Background: an optimization exercise with open tools, aiming at small area. Do not read the settings as production practice. RTL that was checked went through simulation tests only; none was proved equivalent to the original. Power is estimated from default activity; no workload was simulated.

Design alu, start of the top module:
module alu(clk, rst, d1, d2, op, dout);
    input clk, rst;
    input [3:0] op;
    input [31:0] d1;
    input [31:0] d2;
    output reg [31:0] dout;
    wire is_add  = (op == 4'd0);
    wire is_sub  = (op == 4'd1);
    wire is_and  = (op == 4'd2);
    wire is_or   = (op == 4'd3);
    wire is_xor  = (op == 4'd4);
    wire is_srl  = (op == 4'd5);
    wire is_sll  = (op == 4'd6);
    wire is_slt  = (op == 4'd7);
    wire is_sra  = (op == 4'd8);
    wire is_sltu = (op == 4'd9);
    wire hold    = op[3] & (op[2] | op[1]);
    wire nr      = ~rst;
    genvar i;
    wire        sub = is_sub | is_slt | is_sltu;
    wire [31:0] bx  = d2 ^ {32{sub}};
    wire [31:0] pp  = d1 ^ bx;
    wire [31:0] gg  = d1 & bx;
    wire [32:0] pg0 = {pp, 1'b0};
    wire [32:0] gg0 = {gg, sub};
    wire G0_1 = gg0[1] | (pg0[1] & gg0[0]);
    wire P0_1 = pg0[1] & pg0[0];
    wire G0_3 = gg0[3] | (pg0[3] & gg0[2]);
  ...
Settings: LEC_CHECK=0, CAP_MARGIN=20, CORE_MARGIN=2, CORE_UTILIZATION=40, SLEW_MARGIN=20; clock period 5.0 ns.
standard.sh (not shown) runs the stock make flow with config.mk's settings and CLKGATE_MAP_FILE= SYNTH_SCRIPT=/design/flow/synth_recipe.tcl, a recipe that flattens the netlist after the stock synthesis.
==> flow/flow/run.sh <==
#!/bin/bash
# Own layout flow: the standard ORFS flow (standard.sh), with
#  - ORFS's synthesis run unchanged except that ABC maps with an area script
#    (flow/abc_area.script, hooked in by flow/abc_hook.tcl) in place of the
#    delay-oriented one;
#  - the extra make settings in flow/make_args.txt (one per line): ports
#    buffered with sky130_fd_sc_hd__buf_1, clock tree built from clkbuf_8
#    without dummy loads, and ORFS's power recovery (gate downsizing) after
#    global routing.
# The tools' logs are ORFS's own, under orfs/logs; make's output is flow.log.
set -euo pipefail
W=$PWD
export AREA_ABC_SCRIPT=$W/flow/abc_area.script
{ head -n 1 synth_recipe.tcl; echo "source $W/flow/abc_hook.tcl"; tail -n +2 synth_recipe.tcl; } > synth_area.tcl
EXTRA=()
if [[ -f flow/make_args.txt ]]; then mapfile -t EXTRA < flow/make_args.txt; fi
bash standard.sh SYNTH_SCRIPT=$W/synth_area.tcl "${EXTRA[@]}" finish > flow.log 2>&1
==> flow/flow/abc_area.script <==
&get -n
&st
&synch2
&nf -R 1000 -p -F 8 -A 4
&put
topo
stime -c
buffer -c
upsize -c
dnsize -c
==> flow/flow/abc_hook.tcl <==
# Run ABC with an area-oriented script instead of ORFS's delay-oriented one.
# Everything else in ORFS's synthesis is left as it is.
proc abc {args} {
  set i [lsearch -exact $args -script]
  if { $i >= 0 } {
    set args [lreplace $args [expr {$i + 1}] [expr {$i + 1}] $::env(AREA_ABC_SCRIPT)]
  }
  set j [lsearch -exact $args -D]
  if { $j >= 0 } {
    set args [lreplace $args $j [expr {$j + 1}]]
  }
  yosys abc {*}$args
}
==> flow/flow/make_args.txt <==
BUFFER_PORTS_ARGS=-buffer_cell sky130_fd_sc_hd__buf_1
CTS_ARGS=-sink_clustering_enable -repair_clock_nets -dont_use_dummy_load -buf_list sky130_fd_sc_hd__clkbuf_8
RECOVER_POWER=100
The starting point completed without violations.
Edit:
--- a/flow/design.v
+++ b/flow/design.v
@@ -11,23 +11,23 @@
     wire is_xor  = (op == 4'd4);
     wire is_srl  = (op == 4'd5);
     wire is_sll  = (op == 4'd6);
     wire is_slt  = (op == 4'd7);
     wire is_sra  = (op == 4'd8);
     wire is_sltu = (op == 4'd9);
     wire hold    = op[3] & (op[2] | op[1]);
     wire nr      = ~rst;
     genvar i;
     wire        sub = is_sub | is_slt | is_sltu;
-    wire [31:0] bx  = d2 ^ {32{sub}};
-    wire [31:0] pp  = d1 ^ bx;
-    wire [31:0] gg  = d1 & bx;
+    wire [31:0] hh  = d1 ^ d2;
+    wire [31:0] pp  = hh ^ {32{sub}};
+    wire [31:0] gg  = d1 & ~pp;
     wire [32:0] pg0 = {pp, 1'b0};
     wire [32:0] gg0 = {gg, sub};
     wire G0_1 = gg0[1] | (pg0[1] & gg0[0]);
     wire P0_1 = pg0[1] & pg0[0];
     wire G0_3 = gg0[3] | (pg0[3] & gg0[2]);
     wire P0_3 = pg0[3] & pg0[2];
     wire G0_5 = gg0[5] | (pg0[5] & gg0[4]);
     wire P0_5 = pg0[5] & pg0[4];
     wire G0_7 = gg0[7] | (pg0[7] & gg0[6]);
     wire P0_7 = pg0[7] & pg0[6];
After rerunning: The changed run produced a clean layout; cell area came out higher by about 8%; non-clock buffer count climbs by 17; total power climbs by about 9%; global-route usage is higher by 1.9 points; setup slack got worse by 0.056 ns; core utilization increases by 1.0 points; cell count increases by 11%; clock power climbs by about 4%.
The RTL of the second run of this note was laid out without a check of its function.

== branch quartz ==
alu, a different RTL version from the one above (not shown whole).
Size: about 100 I/O pins, ~4800 um2 of cells after synthesis.
Settings: LEC_CHECK=0, CAP_MARGIN=20, CORE_MARGIN=2, CORE_UTILIZATION=40, SLEW_MARGIN=20; clock period 5.0 ns.
Scripts as last shown in full above: flow/flow/run.sh, flow/flow/abc_area.script, flow/flow/abc_hook.tcl, flow/flow/make_args.txt
branch quartz finished every step from synthesis to the final layout, and the layout passed the timing, design-rule and antenna checks.
## Diff of input files: branch willow against branch quartz
diff --git a/flow/design.v b/flow/design.v
--- a/flow/design.v
+++ b/flow/design.v
@@ -168,23 +168,25 @@
     assign cy[25] = G8_25;
     assign cy[26] = G9_26;
     assign cy[27] = G7_27;
     assign cy[28] = G9_28;
     assign cy[29] = G8_29;
     assign cy[30] = G9_30;
     assign cy[31] = G4_31;
     assign cy[32] = G9_32;
     wire        ltu = ~cy[32];
     wire        lt  = ltu ^ d1[31] ^ d2[31];
     wire        use_cy = is_add | is_sub;
-    wire [31:0] sum = pp ^ (cy[31:0] & {32{use_cy}});
+    wire        use_g  = is_or | is_and;
+    wire        use_p  = is_and;
+    wire [31:0] sum = pp ^ ((cy[31:0] & {32{use_cy}}) | (gg & {32{use_g}}) | (pp & {32{use_p}}));
     wire        big  = |d2[31:5];
     wire        sh_l = is_sll;
     wire        sh_r = is_srl | is_sra;
     wire        sh_on = sh_l | sh_r;
     wire        fill = is_sra & d1[31];
     wire [31:0] t0;
     assign t0[0] = ~((sh_l & d1[31]) | (sh_r & d1[0]));
     assign t0[1] = ~((sh_l & d1[30]) | (sh_r & d1[1]));
     assign t0[2] = ~((sh_l & d1[29]) | (sh_r & d1[2]));
     assign t0[3] = ~((sh_l & d1[28]) | (sh_r & d1[3]));
     assign t0[4] = ~((sh_l & d1[27]) | (sh_r & d1[4]));
@@ -347,30 +349,61 @@
     assign t4[21] = ~((m3 & t3[29]) | (n3 & t3[21]));
     assign t4[22] = ~((m3 & t3[30]) | (n3 & t3[22]));
     assign t4[23] = ~((m3 & t3[31]) | (n3 & t3[23]));
     assign t4[24] = ~((m3 & fill) | (n3 & t3[24]));
     assign t4[25] = ~((m3 & fill) | (n3 & t3[25]));
     assign t4[26] = ~((m3 & fill) | (n3 & t3[26]));
     assign t4[27] = ~((m3 & fill) | (n3 & t3[27]));
     assign t4[28] = ~((m3 & fill) | (n3 & t3[28]));
     assign t4[29] = ~((m3 & fill) | (n3 & t3[29]));
     assign t4[30] = ~((m3 & fill) | (n3 & t3[30]));
     assign t4[31] = ~((m3 & fill) | (n3 & t3[31]));
-    wire [31:0] y = ~t4;
-    wire [31:0] y16 = {{16{fill}}, y[31:16]};
-    wire e_r0 = nr & sh_r & ~big & ~d2[4];
-    wire e_r1 = nr & sh_r & ~big &  d2[4];
-    wire e_l0 = nr & sh_l & ~big & ~d2[4];
-    wire e_l1 = nr & sh_l & ~big &  d2[4];
+    wire m4 = sh_on & d2[4];
+    wire n4 = sh_on & ~d2[4];
+    wire [31:0] t5;
+    assign t5[0] = ~((m4 & t4[16]) | (n4 & t4[0]));
+    assign t5[1] = ~((m4 & t4[17]) | (n4 & t4[1]));
+    assign t5[2] = ~((m4 & t4[18]) | (n4 & t4[2]));
+    assign t5[3] = ~((m4 & t4[19]) | (n4 & t4[3]));
+    assign t5[4] = ~((m4 & t4[20]) | (n4 & t4[4]));
+    assign t5[5] = ~((m4 & t4[21]) | (n4 & t4[5]));
+    assign t5[6] = ~((m4 & t4[22]) | (n4 & t4[6]));
+    assign t5[7] = ~((m4 & t4[23]) | (n4 & t4[7]));
+    assign t5[8] = ~((m4 & t4[24]) | (n4 & t4[8]));
+    assign t5[9] = ~((m4 & t4[25]) | (n4 & t4[9]));
+    assign t5[10] = ~((m4 & t4[26]) | (n4 & t4[10]));
+    assign t5[11] = ~((m4 & t4[27]) | (n4 & t4[11]));
+    assign t5[12] = ~((m4 & t4[28]) | (n4 & t4[12]));
+    assign t5[13] = ~((m4 & t4[29]) | (n4 & t4[13]));
+    assign t5[14] = ~((m4 & t4[30]) | (n4 & t4[14]));
+    assign t5[15] = ~((m4 & t4[31]) | (n4 & t4[15]));
+    assign t5[16] = ~((m4 & ~fill) | (n4 & t4[16]));
+    assign t5[17] = ~((m4 & ~fill) | (n4 & t4[17]));
+    assign t5[18] = ~((m4 & ~fill) | (n4 & t4[18]));
+    assign t5[19] = ~((m4 & ~fill) | (n4 & t4[19]));
+    assign t5[20] = ~((m4 & ~fill) | (n4 & t4[20]));
+    assign t5[21] = ~((m4 & ~fill) | (n4 & t4[21]));
+    assign t5[22] = ~((m4 & ~fill) | (n4 & t4[22]));
+    assign t5[23] = ~((m4 & ~fill) | (n4 & t4[23]));
+    assign t5[24] = ~((m4 & ~fill) | (n4 & t4[24]));
+    assign t5[25] = ~((m4 & ~fill) | (n4 & t4[25]));
+    assign t5[26] = ~((m4 & ~fill) | (n4 & t4[26]));
+    assign t5[27] = ~((m4 & ~fill) | (n4 & t4[27]));
+    assign t5[28] = ~((m4 & ~fill) | (n4 & t4[28]));
+    assign t5[29] = ~((m4 & ~fill) | (n4 & t4[29]));
+    assign t5[30] = ~((m4 & ~fill) | (n4 & t4[30]));
+    assign t5[31] = ~((m4 & ~fill) | (n4 & t4[31]));
+    wire [31:0] y = t5;
+    wire e_r = nr & sh_r & ~big;
+    wire e_l = nr & sh_l & ~big;
     wire [31:0] shres;
     generate for (i = 0; i < 32; i = i + 1) begin : g_sh
-        assign shres[i] = (e_r0 & y[i]) | (e_r1 & y16[i]) | (e_l0 & y[31 - i]) | (e_l1 & y16[31 - i]);
+        assign shres[i] = (e_r & y[i]) | (e_l & y[31 - i]);
     end endgenerate
     wire e_h   = nr & hold;
     wire e_lt  = nr & ((is_slt & lt) | (is_sltu & ltu));
-    wire e_sum = nr & (is_add | is_sub | is_xor | is_or);
-    wire e_g   = nr & (is_and | is_or);
-    wire [31:0] nxt = ({32{e_sum}} & sum) | ({32{e_g}} & gg) | shres
+    wire e_sum = nr & (is_add | is_sub | is_xor | is_or | is_and);
+    wire [31:0] nxt = ({32{e_sum}} & sum) | shres
                     | ({32{e_h}} & dout) | {31'd0, e_lt};
     always @(posedge clk)
         dout <= nxt;
 endmodule
Notes after the runs:
met4 as the highest metal layer with signal wires was reported by branch quartz, and met5 by branch willow. Headroom to the max-slew limit: higher on branch willow. met3 track demand over resource sits lower in branch willow than in branch quartz. Register-to-register slack ended up 0.41 ns higher on branch willow than on branch quartz. Compare branch quartz and branch willow | number of fill cells in the layout higher: branch willow. Re power share of the combinational group: branch quartz and branch willow aren't equal, and the higher value belongs to branch willow. branch willow vs branch quartz, maximum frequency went up by about 2.8%. Compared with branch quartz, branch willow shows total power that has gone up slightly. Comparing branch quartz and branch willow, the higher aggregate routed wire length is on branch quartz. branch quartz: PASS, flow complete, no timing, DRC or antenna violations. branch willow closes out successfully: all stages finished, all timing, DRC and antenna checks passed. Diff branch quartz -> branch willow | number of standard cells after synthesis | up by a few percent.
Function was not checked in any run of this note: the RTL went through the layout flow alone.

-- port drivers added, routing unchanged --
The flow's constraints put no driver on any port. The routed layouts listed below were extracted and timed again, unchanged, in two steps. Step 1, drivers: a clkbuf_16 drives clk and a buf_2 each remaining input, both assumed. Step 2 also shifts input and output timing later by t, the mid clock arrival at the registers, as if the neighbouring blocks saw the same clock. a / b / c = ideal ports / drivers / drivers and shift; a / b = the first two.
run | t, ns | slack for setup (ns) | clock arrival spread, ns | worst register clock-pin slew, ns | cell pins on the clock port's net
the first run of note 1 | 0.316 | 0.372 / 0.376 / 0.060 | 0.013 / 0.014 | 0.07 / 0.07 | 1
the second run of note 1 | 0.326 | 0.316 / 0.321 / -0.005 | 0.009 / 0.009 | 0.08 / 0.08 | 1
branch quartz | 0.314 | 0.310 / 0.322 / 0.008 | 0.014 / 0.014 | 0.08 / 0.08 | 1
branch willow | 0.303 | 0.436 / 0.440 / 0.137 | 0.020 / 0.019 | 0.08 / 0.08 | 1
Met with ideal ports but missed after step 2: setup timing in the second run of note 1. The setup slack of the second run of note 1, which loses most, moves by +0.005 ns with the drivers and by -0.321 ns with both steps.
